From an optimization exercise on the open Yosys and OpenROAD flow, aimed at small area, a short achievable clock period and few clock cycles per item; shortcuts taken in it are not production practice. In this exercise RTL edits were held to simulation tests only and were not proved equivalent to the original.

## flow/design.v (module list and top-level ports; edited modules follow where they fit)
// module top: 811 lines
module top(input [31:0] p,q,
           output [31:0] gcd,y,
           output done,
           input clk,start);
  // ...
==> flow/run.sh <==
#!/bin/bash
# synth_recipe.tcl (not shown) runs the flow's synth.tcl, then flattens the netlist and writes it again
# the make line also repeats each setting of config.mk as NAME=value (left out here)
make -C /OpenROAD-flow-scripts/flow DESIGN_CONFIG=/design/flow/config.mk WORK_HOME=/design/flow/orfs CLKGATE_MAP_FILE= SYNTH_SCRIPT=/design/flow/synth_recipe.tcl finish
==> flow/config.mk <==
export PLATFORM = sky130hd
export DESIGN_NAME = top
export DESIGN_NICKNAME = top
export VERILOG_FILES = /design/flow/design.v
export SDC_FILE = /design/flow/constraint.sdc
export NUM_CORES = 4
export LEC_CHECK = 0
export CAP_MARGIN = 20
export CORE_MARGIN = 2
export CORE_UTILIZATION = 40
export SLEW_MARGIN = 20
==> flow/constraint.sdc <==
create_clock -name core_clock -period 85.0 [get_ports {clk}]
set_input_delay 17.0000 -clock core_clock [delete_from_list [all_inputs] [get_ports {clk}]]
set_output_delay 17.0000 -clock core_clock [all_outputs]
set_load 0.01 [all_outputs]
==> flow_summary.yaml, run 1 <==
grt:
  grt_usage: 0.364
  grt_pass1_vias: 27000
synth:
  syn_inst: 3642
  synthFlopType: "dfxtp_1"
  yosys-mux-area-fraction: 0.0945
  synth_edf_count: 0
  yosys_warnings: 1
  ys_seq_area_frac: 0.0998
  synth-compound-area-share: 0.286
  async_flop_share: 0
layout:
  fin_nets: 4023
  layout_common_cells: "352 x nor2_1, 345 x a21oi_1, 309 x nand2_1"
  clk_share: 0.0210
  multi_input_area_share: 0.754
critical_path:
  cp_slowest_stage_delay_ps: 580
  worstPathCellList: "clkdlybuf4s50_1 -> or4_1 -> or3_1 -> or4_1 -> or4_1 -> or4_1 -> or3_1 -> or4_1 -> nor3b_1 -> xor2_1 -> nand2_1 -> o31ai_1"
  crit_buf_inv: 1
place:
  gp_congestion: 1.06
detailed_routing:
  wl_met1_um: 52900
floorplanning:
  coreArea_mm2: 0.0633
  nWellTaps: 846
  fp-row-count: 92
sta:
  hold_viol: 0
clocking:
  cts_tree: "done"
status:
  outcome: "timing/DRC/antenna clean"
Testbench counts, summed over its fixed seeds: cycles 4,252, items 384.
==> inputs of run 2 (changes only) <==
--- a/flow/design.v
+++ b/flow/design.v
@@ -11,16 +11,17 @@
   wire [31:0] below;
   assign below[0] = 1'b0;
   genvar i;
   generate for (i = 1; i < 32; i = i + 1) begin : g_pre
     assign below[i] = below[i-1] | uv[i-1];
   end endgenerate
   wire [31:0] m0 = uv & ~below;
   wire [31:0] m1 = {m0[30:0], 1'b0};
+  wire [31:0] m2 = {m1[30:0], 1'b0};
   wire s0_pu = |(u & m0);
   wire s0_pv = |(v & m0);
   wire [31:0] s0_nu = ~u;
   wire [31:0] s0_c_g = v & s0_nu;
   wire [31:0] s0_c_p = v ^ s0_nu;
   wire s0_c_n1g = s0_c_g[1] | (s0_c_p[1] & s0_c_g[0]);
   wire s0_c_n1p = s0_c_p[1] & s0_c_p[0];
   wire s0_c_n2g = s0_c_g[3] | (s0_c_p[3] & s0_c_g[2]);
@@ -261,20 +262,22 @@
   wire s0_a_n57p = s0_a_p[30] & s0_a_n42p;
   wire [31:0] s0_a_G = {s0_a_n31g, s0_a_n57g, s0_a_n42g, s0_a_n56g, s0_a_n35g, s0_a_n55g, s0_a_n41g, s0_a_n54g, s0_a_n32g, s0_a_n53g, s0_a_n40g, s0_a_n52g, s0_a_n34g, s0_a_n51g, s0_a_n39g, s0_a_n50g, s0_a_n29g, s0_a_n49g, s0_a_n38g, s0_a_n48g, s0_a_n33g, s0_a_n47g, s0_a_n37g, s0_a_n46g, s0_a_n25g, s0_a_n45g, s0_a_n36g, s0_a_n44g, s0_a_n17g, s0_a_n43g, s0_a_n1g, s0_a_g[0]};
   wire [31:0] s0_xs = s0_a_p ^ {s0_a_G[30:0], 1'b0};
   wire [31:0] s0_un = !s0_pu ? v : s0_sw ? v : u;
   wire [31:0] s0_vn = !s0_pu ? u : s0_pv ? s0_dd : v;
   wire [31:0] s0_xn = !s0_pu ? w : s0_xs;
   wire [31:0] s0_wn = !s0_pu ? x : s0_sw ? x : w;
   wire s0_h1 = ~|(s0_vn & m1);
+  wire s0_h2 = ~|(s0_vn & m2);
   reg [31:0] s0_vh, s0_wh;
   always @* begin
     s0_vh = {1'b0, s0_vn[31:1]}; s0_wh = {s0_wn[30:0], 1'b0};
     if (s0_h1) begin s0_vh = {2'b0, s0_vn[31:2]}; s0_wh = {s0_wn[29:0], 2'b0}; end
+    if (s0_h1 & s0_h2) begin s0_vh = {3'b0, s0_vn[31:3]}; s0_wh = {s0_wn[28:0], 3'b0}; end
   end
   wire [31:0] u1 = s0_un;
   wire [31:0] v1 = s0_vh;
   wire [31:0] w1 = s0_wh;
   wire [31:0] x1 = s0_xn;
   wire s1_pu = |(u1 & m0);
   wire s1_pv = |(v1 & m0);
   wire [31:0] s1_nu = ~u1;
@@ -520,20 +523,22 @@
   wire s1_a_n57p = s1_a_p[30] & s1_a_n42p;
   wire [31:0] s1_a_G = {s1_a_n31g, s1_a_n57g, s1_a_n42g, s1_a_n56g, s1_a_n35g, s1_a_n55g, s1_a_n41g, s1_a_n54g, s1_a_n32g, s1_a_n53g, s1_a_n40g, s1_a_n52g, s1_a_n34g, s1_a_n51g, s1_a_n39g, s1_a_n50g, s1_a_n29g, s1_a_n49g, s1_a_n38g, s1_a_n48g, s1_a_n33g, s1_a_n47g, s1_a_n37g, s1_a_n46g, s1_a_n25g, s1_a_n45g, s1_a_n36g, s1_a_n44g, s1_a_n17g, s1_a_n43g, s1_a_n1g, s1_a_g[0]};
   wire [31:0] s1_xs = s1_a_p ^ {s1_a_G[30:0], 1'b0};
   wire [31:0] s1_un = s1_sw ? v1 : u1;
   wire [31:0] s1_vn = s1_pv ? s1_dd : v1;
   wire [31:0] s1_xn = s1_xs;
   wire [31:0] s1_wn = s1_sw ? x1 : w1;
   wire s1_h1 = ~|(s1_vn & m1);
+  wire s1_h2 = ~|(s1_vn & m2);
   reg [31:0] s1_vh, s1_wh;
   always @* begin
     s1_vh = {1'b0, s1_vn[31:1]}; s1_wh = {s1_wn[30:0], 1'b0};
     if (s1_h1) begin s1_vh = {2'b0, s1_vn[31:2]}; s1_wh = {s1_wn[29:0], 2'b0}; end
+    if (s1_h1 & s1_h2) begin s1_vh = {3'b0, s1_vn[31:3]}; s1_wh = {s1_wn[28:0], 3'b0}; end
   end
   wire [31:0] u2 = s1_un;
   wire [31:0] v2 = s1_vh;
   wire [31:0] w2 = s1_wh;
   wire [31:0] x2 = s1_xn;
   wire s2_pu = |(u2 & m0);
   wire s2_pv = |(v2 & m0);
   wire [31:0] s2_nu = ~u2;
@@ -779,33 +784,47 @@
   wire s2_a_n57p = s2_a_p[30] & s2_a_n42p;
   wire [31:0] s2_a_G = {s2_a_n31g, s2_a_n57g, s2_a_n42g, s2_a_n56g, s2_a_n35g, s2_a_n55g, s2_a_n41g, s2_a_n54g, s2_a_n32g, s2_a_n53g, s2_a_n40g, s2_a_n52g, s2_a_n34g, s2_a_n51g, s2_a_n39g, s2_a_n50g, s2_a_n29g, s2_a_n49g, s2_a_n38g, s2_a_n48g, s2_a_n33g, s2_a_n47g, s2_a_n37g, s2_a_n46g, s2_a_n25g, s2_a_n45g, s2_a_n36g, s2_a_n44g, s2_a_n17g, s2_a_n43g, s2_a_n1g, s2_a_g[0]};
   wire [31:0] s2_xs = s2_a_p ^ {s2_a_G[30:0], 1'b0};
   wire [31:0] s2_un = s2_sw ? v2 : u2;
   wire [31:0] s2_vn = s2_pv ? s2_dd : v2;
   wire [31:0] s2_xn = s2_xs;
   wire [31:0] s2_wn = s2_sw ? x2 : w2;
   wire s2_h1 = ~|(s2_vn & m1);
+  wire s2_h2 = ~|(s2_vn & m2);
   reg [31:0] s2_vh, s2_wh;
   always @* begin
     s2_vh = {1'b0, s2_vn[31:1]}; s2_wh = {s2_wn[30:0], 1'b0};
     if (s2_h1) begin s2_vh = {2'b0, s2_vn[31:2]}; s2_wh = {s2_wn[29:0], 2'b0}; end
+    if (s2_h1 & s2_h2) begin s2_vh = {3'b0, s2_vn[31:3]}; s2_wh = {s2_wn[28:0], 3'b0}; end
   end
   wire [31:0] nu_f = s2_un;
   wire [31:0] nv_f = s2_vh;
   wire [31:0] nw_f = s2_wh;
   wire [31:0] nx_f = s2_xn;
+  wire [31:0] pm1, qm1;
+  dec32 dec_p (.a(p), .y(pm1));
+  dec32 dec_q (.a(q), .y(qm1));
   wire fin = (v2 == 32'd0) | (v2 == u2);
   always @(posedge clk) begin
     if (start) begin
-      u <= p - 32'd1;
-      v <= q - 32'd1;
-      x <= q - 32'd1;
+      u <= pm1;
+      v <= qm1;
+      x <= qm1;
       w <= 32'd0;
     end else begin
       u <= nu_f;
       v <= nv_f;
       x <= nx_f;
       w <= nw_f;
     end
     d <= !start & fin;
   end
 endmodule
+module dec32(input [31:0] a, output [31:0] y);
+  wire [31:0] z;   
+  assign z[0] = 1'b1;
+  genvar i;
+  generate for (i = 1; i < 32; i = i + 1) begin : g_z
+    assign z[i] = ~|a[i-1:0];
+  end endgenerate
+  assign y = a ^ z;
+endmodule
==> flow/config.mk (replaced) <==
export PLATFORM = sky130hd
export DESIGN_NAME = top
export DESIGN_NICKNAME = top
export VERILOG_FILES = /design/flow/design.v
export SDC_FILE = /design/flow/constraint.sdc
export NUM_CORES = 4
export LEC_CHECK = 0
export ABC_AREA = 1
export CAP_MARGIN = 20
export CORE_MARGIN = 2
export CORE_UTILIZATION = 40
export SLEW_MARGIN = 20
export SYNTH_HIERARCHICAL = 1
==> run 2 against run 1 <==
  * Still clean
  * Routed wire length is 3.9% lower
  * Synthesized cell count is 32% higher
  * Register-to-register slack worse by 3300 ps
  * Synthesized area is 6.7% higher
  * Via count is 7.8% higher
  * Critical path type is now flop to flop
  * Largest cell class unchanged
  * Highest routed layer is now met4
==> flow_summary.yaml, run 2 <==
synth:
  yosys_warnings: 7
  synthFlopType: "dfxtp_1"
  syn-mean-instance-area_um2: 5.69
  synth_edf_count: 0
  synthTopCellsByArea: "nand2_1 21%, ha_1 11%, dfxtp_1 9.4%"
  synth_top_area_frac: 0.205
  syn_inst: 4813
  async_flop_share: 0
  yosysTopAreaCell: "nand2_1"
  synth_fp_nets: 5157
  synthTopCellsByCount: "1497 x nand2_1, 541 x inv_1, 482 x nand3_1, 454 x o21ai_0, 445 x nor2_1"
  post-synth-top-count-cell: "nand2_1"
  ys_types: 68
  synth_area_mm2: 0.0274
  ys_seq_area_frac: 0.0935
  synth-seq-cells: 128
detailed_routing:
  wl_per_cell_um: 21.2
  vias: 32000
  dr.first_iter.drc_count: 4114
  drc: 0
  via_per_inst: 5.63
  ant_nets: 0
  routed_wl_um: 120000
  dr.pass1.iters: 7
grt:
  grt_max_degree: 84
  overflow: 0
  antenna_found_initial: 2
  grt_pass1_wl_um: 178000
  grt_pass1_vias: 28100
  grt_usage: 0.334
floorplanning:
  start_util: 0.406
  io_pins: 131
  fp.dieArea_mm2: 0.0706
  die_w_um: 266
  fp-row-count: 95
  die_height_um: 266
  coreArea_mm2: 0.0675
sta:
  finalMaxSlewViolations: 0
  hold_viol: 0
  worst_pin_slew_ps: 1190
  period_share: 0.288
  fin_setup_tns_ps: 0
  max_freq_ghz: 0.0409
  min_period_ps: 24480
  setup_violations: 0
  rsz0062_at_grt: "false"
  finClkSkew_ps: 16.8
  relSlewSlack: 0.203
critical_path:
  cpMostUsedCell: "nand2_1"
  cp-end-kind: "flop"
  worstReg2RegEnd: "x[31]$_DFF_P_"
  criticalPathCategory: "flop to flop"
  timing.rr.start: "u[0]$_DFF_P_"
  r2r_cells: 113
  startpoint: "u[0]$_DFF_P_"
  reg2reg_setup_slack_ps: 60520
  slowest_stage: "o21ai_0"
  start_kind: "flop"
  crit_fanout: 72
  cp_data_required_time_ps: 85350
  crit_arrival_ps: 24830
  cp_slowest_stage_delay_ps: 770
place:
  port_buffers: 130
  gp_congestion: 1.01
  dp_hpwl_um: 98500
  place_area_mm2: 0.0287
status:
  outcome: "timing/DRC/antenna clean"
clocking:
  numCtsBuffers: 17
  hold_buffers: 0
  ctsResizeCount: 0
  post_cts.repair.setup_buffers: 0
  clkTransAtPathRegs_ps: 60
  cts_tree: "done"
  cts.sinks: 128
  clk_latency_ps: 510
  clockBufferDepth: 2
  htreeDepth: 4
  root_buffer: "clkbuf_16"
layout:
  layout-drive-gt1-share: 0.0556
  layout_common_cells: "1496 x nand2_1, 540 x inv_1, 481 x nand3_1"
  n_antenna_cell: 0
  syn2layout_area_growth_pct: 6.87
  fin_nets: 5135
  final_common_cell: "nand2_1"
  reg_top3: "u: 32 flops, v: 32 flops, x: 32 flops"
  finalInstanceArea_mm2: 0.0293
hold_path:
  hp-class: "flop to flop"
  hold_depth: 2
  hold-path-endpoint: "x[0]$_DFF_P_"
  min_from: "x[0]$_DFF_P_"
run:
  drv_cap: 0
run 2: changes by cell type after synthesis, moves of 90 or more:
cell     delta
a21o_1     -95
nand3_1   +405
o21ai_0   +269
nand2_1  +1183
mux2i_1   -170
a21oi_1   -219
nor3_1    -101
inv_1     +318
nor2_1     +90
run 2: critical path, delay by kind of cell (launching register included):
kind	cells	cell delay (ps)
AOI/OAI and AO/OA	32	8200
xor gates and xnor gates	3	500
adders and majority gates	4	1360
buffers and inverters	12	3450
DFF	1	360
and+or+nand+nor	62	10240
run 2: how the worst max path moves through the flow:
stage	to	slack, ps
after CTS	x[31]$_DFF_P_	60880
after detailed placement	x[31]$_DFF_P_	60930
after floorplan	x[17]$_DFF_P_	66760
after global placement	x[31]$_DFF_P_	61320
after global routing	x[31]$_DFF_P_	58020
final	x[31]$_DFF_P_	60520
run 2: metal layers:
layer / GRT usage / vias up / part of all wire / wire length, um
li1: - / 15600 / - / -
met1: 0.505 / 14600 / 0.46 / 55500
met2: 0.463 / 1598 / 0.39 / 46900
met3: 0.0717 / 153 / 0.12 / 14100
met4: 0.104 / 0 / 0.032 / 3840
met5: 0 / - / 0 / 0
run 2: logic make-up (layout without fill, tap and decap cells):
logic type | count (synthesis) | count (layout) | share of synthesized area
compound gates | 770 | 770 | 0.152
xor+xnor | 126 | 126 | 0.0403
fa+ha+maj | 278 | 278 | 0.139
buf+inv | 771 | 762 | 0.130
flops | 128 | 128 | 0.0935
mux | 1 | 1 | 0.000365
simple gates | 2739 | 2739 | 0.445
run 2: stage by stage:
stage / std cells / util / hold slack (ps) / worst slack, ps
floorplan: 4813 / - / 546 / 66760
global placement: 5644 / 0.425 / 636 / 61320
detailed placement: 5645 / 0.425 / 638 / 60930
CTS: 5677 / 0.434 / 651 / 60880
global route: 5677 / 0.434 / 680 / 58020
finish: 5677 / 0.434 / 649 / 60520
run 2: per-module statistics from Yosys, one instance, submodules excluded:
module  area (um2)  flops+latches
dec32          703              0
top          26000            128
run 2: layout make-up:
type | instances | area, um2
multi-input cells | 3914 | 21400
flip-flops and latches | 128 | 2560
clock inverters | 14 | 131
inverters | 566 | 2140
repair buffers | 164 | 1570
clock buffers | 18 | 429
well taps | 873 | 1090
fillers | 7485 | 38200
Testbench counts of run 2, summed over its fixed seeds: cycles 3,758, items 384.
==> inputs of run 3 (changes only) <==
==> flow/flow/run.sh (new file) <==
#!/bin/bash
# The standard layout, with two changes in how it is made:
#  - repair_timing aims for 66.5 ns of setup slack at the design's 85 ns clock
#    (the SDC is unchanged), so the resizer works on the real critical paths;
#  - ports are buffered with buf_4 instead of the slow default delay buffer.
set -euo pipefail
bash standard.sh SETUP_SLACK_MARGIN=66.5 "BUFFER_PORTS_ARGS=-buffer_cell sky130_fd_sc_hd__buf_4" finish > standard_flow.log 2>&1
==> flow/standard.sh (new file) <==
#!/bin/bash
# synth_recipe.tcl (not shown) runs the flow's synth.tcl, then flattens the netlist and writes it again
# the make line also repeats each setting of config.mk as NAME=value (left out here)
make -C /OpenROAD-flow-scripts/flow DESIGN_CONFIG=/design/flow/config.mk WORK_HOME=/design/flow/orfs CLKGATE_MAP_FILE= SYNTH_SCRIPT=/design/flow/synth_recipe.tcl "${@:-finish}"
removed: flow/run.sh
==> run 3 against run 2 <==
  * Critical path type is now input port to flop
  * Hold slack gained 19 ps
  * Largest cell class unchanged
  * Global-route usage rose by 0.58 points
  * Now fails the layout checks on antenna rules
  * Sequential cell count unchanged
==> flow_summary.yaml, run 3 <==
critical_path:
  worstReg2RegEnd: "v[30]$_DFF_P_"
  endpoint: "u[1]$_DFF_P_"
  reg2reg_setup_slack_ps: 67440
  crit_fanout: 47
  start_kind: "input port"
  cp_data_required_time_ps: 85330
  r2r_cells: 103
  crit_arrival_ps: 18940
  timing.rr.start: "v[0]$_DFF_P_"
  cp-end-kind: "flop"
  criticalPathCategory: "input port to flop"
  startpoint: "start"
layout:
  final_common_cell: "nand2_1"
  final_util: 0.453
  fin_nets: 5226
  syn2layout_area_growth_pct: 11.5
  final_cells: 5775
  reg_top3: "u: 32 flops, v: 32 flops, x: 32 flops"
  fillCellCount: 7444
  seqCellArea_mm2: 0.00256
  multiInputGateArea_mm2: 0.0219
  layout_common_cells: "1487 x nand2_1, 533 x inv_1, 480 x nand3_1"
  layout-drive-gt1-share: 0.113
hold_path:
  min_from: "x[0]$_DFF_P_"
  hp-class: "flop to flop"
floorplanning:
  coreArea_mm2: 0.0675
  fp.dieArea_mm2: 0.0706
  io_pins: 131
  die_height_um: 266
  start_util: 0.406
  die_w_um: 266
  fp-row-count: 95
place:
  port_buffers: 130
  dp_hpwl_um: 97200
  dp.cells: 5646
  gp_congestion: 1.04
detailed_routing:
  drc: 0
  dr.first_iter.drc_count: 4585
  ant_nets: 1
  vias: 33000
  routed_wl_um: 125000
  via_per_inst: 5.71
  dr.pass1.iters: 9
  wl_per_cell_um: 21.7
sta:
  finalMaxSlewViolations: 0
  min_period_ps: 18610
  period_share: 0.219
  relSlewSlack: 0.147
  fin_setup_tns_ps: 0
  hold_viol: 0
  finClkSkew_ps: 37.2
  rsz0062_at_grt: "true"
  max_freq_ghz: 0.0537
  setup_violations: 0
  worst_pin_slew_ps: 1270
run:
  drv_cap: 0
grt:
  grt_max_degree: 94
  gr-usage-met2: 0.488
  antenna_found_initial: 4
  grtUsageMet3: 0.0774
  overflow: 0
  top_usage_layer: "met1"
  grt_usage: 0.340
  grt_pass1_vias: 28400
  grt_pass1_wl_um: 181000
  grt_use_met1: 0.495
clocking:
  numCtsBuffers: 17
  clockBufferDepth: 2
  clk_latency_ps: 530
  cts_tree: "done"
  htreeDepth: 4
  clkTransAtPathRegs_ps: 100
  root_buffer: "clkbuf_16"
  cts.sinks: 128
synth:
  synth_fp_nets: 5157
  synth_top_area_frac: 0.205
  synthFlopType: "dfxtp_1"
  syn-mean-instance-area_um2: 5.69
  yosys_warnings: 7
  yosysTopAreaCell: "nand2_1"
  async_flop_share: 0
  post-synth-top-count-cell: "nand2_1"
  synthTopCellsByCount: "1497 x nand2_1, 541 x inv_1, 482 x nand3_1, 454 x o21ai_0, 445 x nor2_1"
  synth-seq-cells: 128
  synthTopCellsByArea: "nand2_1 21%, ha_1 11%, dfxtp_1 9.4%"
  ys_seq_area_frac: 0.0935
  synth_area_mm2: 0.0274
  syn_inst: 4813
  ys_types: 68
  synth_edf_count: 0
status:
  outcome: "failed layout checks"
  so_faults: "antenna rules"
run 3: cell counts after synthesis:
No cell type changed its count.
run 3: what timing repair did:
action,4_1_cts,5_1_grt
setup endpoints to repair,122,84
resized for setup,63,90
setup buffers,17,52
pin swaps,14,37
cloned,13,8
hold buffers,0,0
run 3: logic make-up after synthesis:
kind of cell / count (synthesis) / synth area share
mux: 1 / 0.000365
simple gates: 2739 / 0.445
flops: 128 / 0.0935
fa+ha+maj: 278 / 0.139
xor+xnor: 126 / 0.0403
compound gates: 770 / 0.152
buf+inv: 771 / 0.130
run 3: cell type report:
class / instances / area share
flip-flops and latches: 128 / 0.0839
repair buffers: 242 / 0.0714
clock buffers: 18 / 0.0140
well taps: 873 / 0.0357
clock inverters: 14 / 0.00667
diodes: 7 / 0.000573
repair inverters: 1 / 0.000287
inverters: 566 / 0.0719
multi-input cells: 3926 / 0.715
run 3: worst min path at each step:
stage                     slack [ps]              end  depth (start not counted)
after floorplan                  550  w[1]$_SDFF_PP0_                          2
after global placement           630  w[1]$_SDFF_PP0_                          2
after detailed placement         630  w[1]$_SDFF_PP0_                          2
after CTS                        660     x[0]$_DFF_P_                          2
after global routing             690  w[1]$_SDFF_PP0_                          2
final                            670     x[0]$_DFF_P_                          2
run 3: through the flow:
step / area [um2] / hold slack, ps / worst slack, ps
detailed placement: 28400 / 631 / 61330
finish: 30600 / 668 / 66390
CTS: 29600 / 657 / 66420
floorplan: 27400 / 546 / 66760
global placement: 28400 / 633 / 61990
global route: 30500 / 689 / 66270
run 3: metal layers:
metal | wire [um] | up-vias
met2 | 50400 | 1840
met1 | 54700 | 15200
met3 | 15600 | 194
met4 | 4540 | 2
met5 | 13 | -
li1 | - | 15800
run 3: critical path, cell delays in order:
cell	delay (ps)
buf_4	250
clkinvlp_4	110
buf_4	250
buf_4	420
o21ai_0	150
o21ai_0	690
run 3: per-module statistics from Yosys (local to each module, per instance):
module  flops+latches  cells  cell area [um2]  copies in the design
dec32               0    140              703                     2
top               128   4533            26000                     1

-- port drivers added, routing unchanged --
The results above use ideal ports. As a check the final layouts listed here were re-extracted and re-timed, cells and wires unchanged.
Step 1 assumes that a clkbuf_16 drives the clock port and a buf_2 every other input.
Step 2 times the ports against the registers' clock, not the clock port: input delays grow and output delays shrink by t, the midpoint of the rising clock arrivals with the driver on.
Three values: no drivers, after step 1, after step 2; two values: the first two.
run	t (ns)	setup WS [ns]	worst register clock-pin slew, ns	cell pins on the clock port's net
run 1	0.510	63.698 / 63.736 / 63.226	0.08 / 0.08	1
run 2	0.560	60.525 / 60.525 / 60.525	0.08 / 0.08	1
run 3	0.575	66.387 / 66.425 / 65.850	0.10 / 0.10	1
For run 3, which loses most, drivers alone change the setup slack by +0.038 ns; drivers and shift together by -0.537 ns.
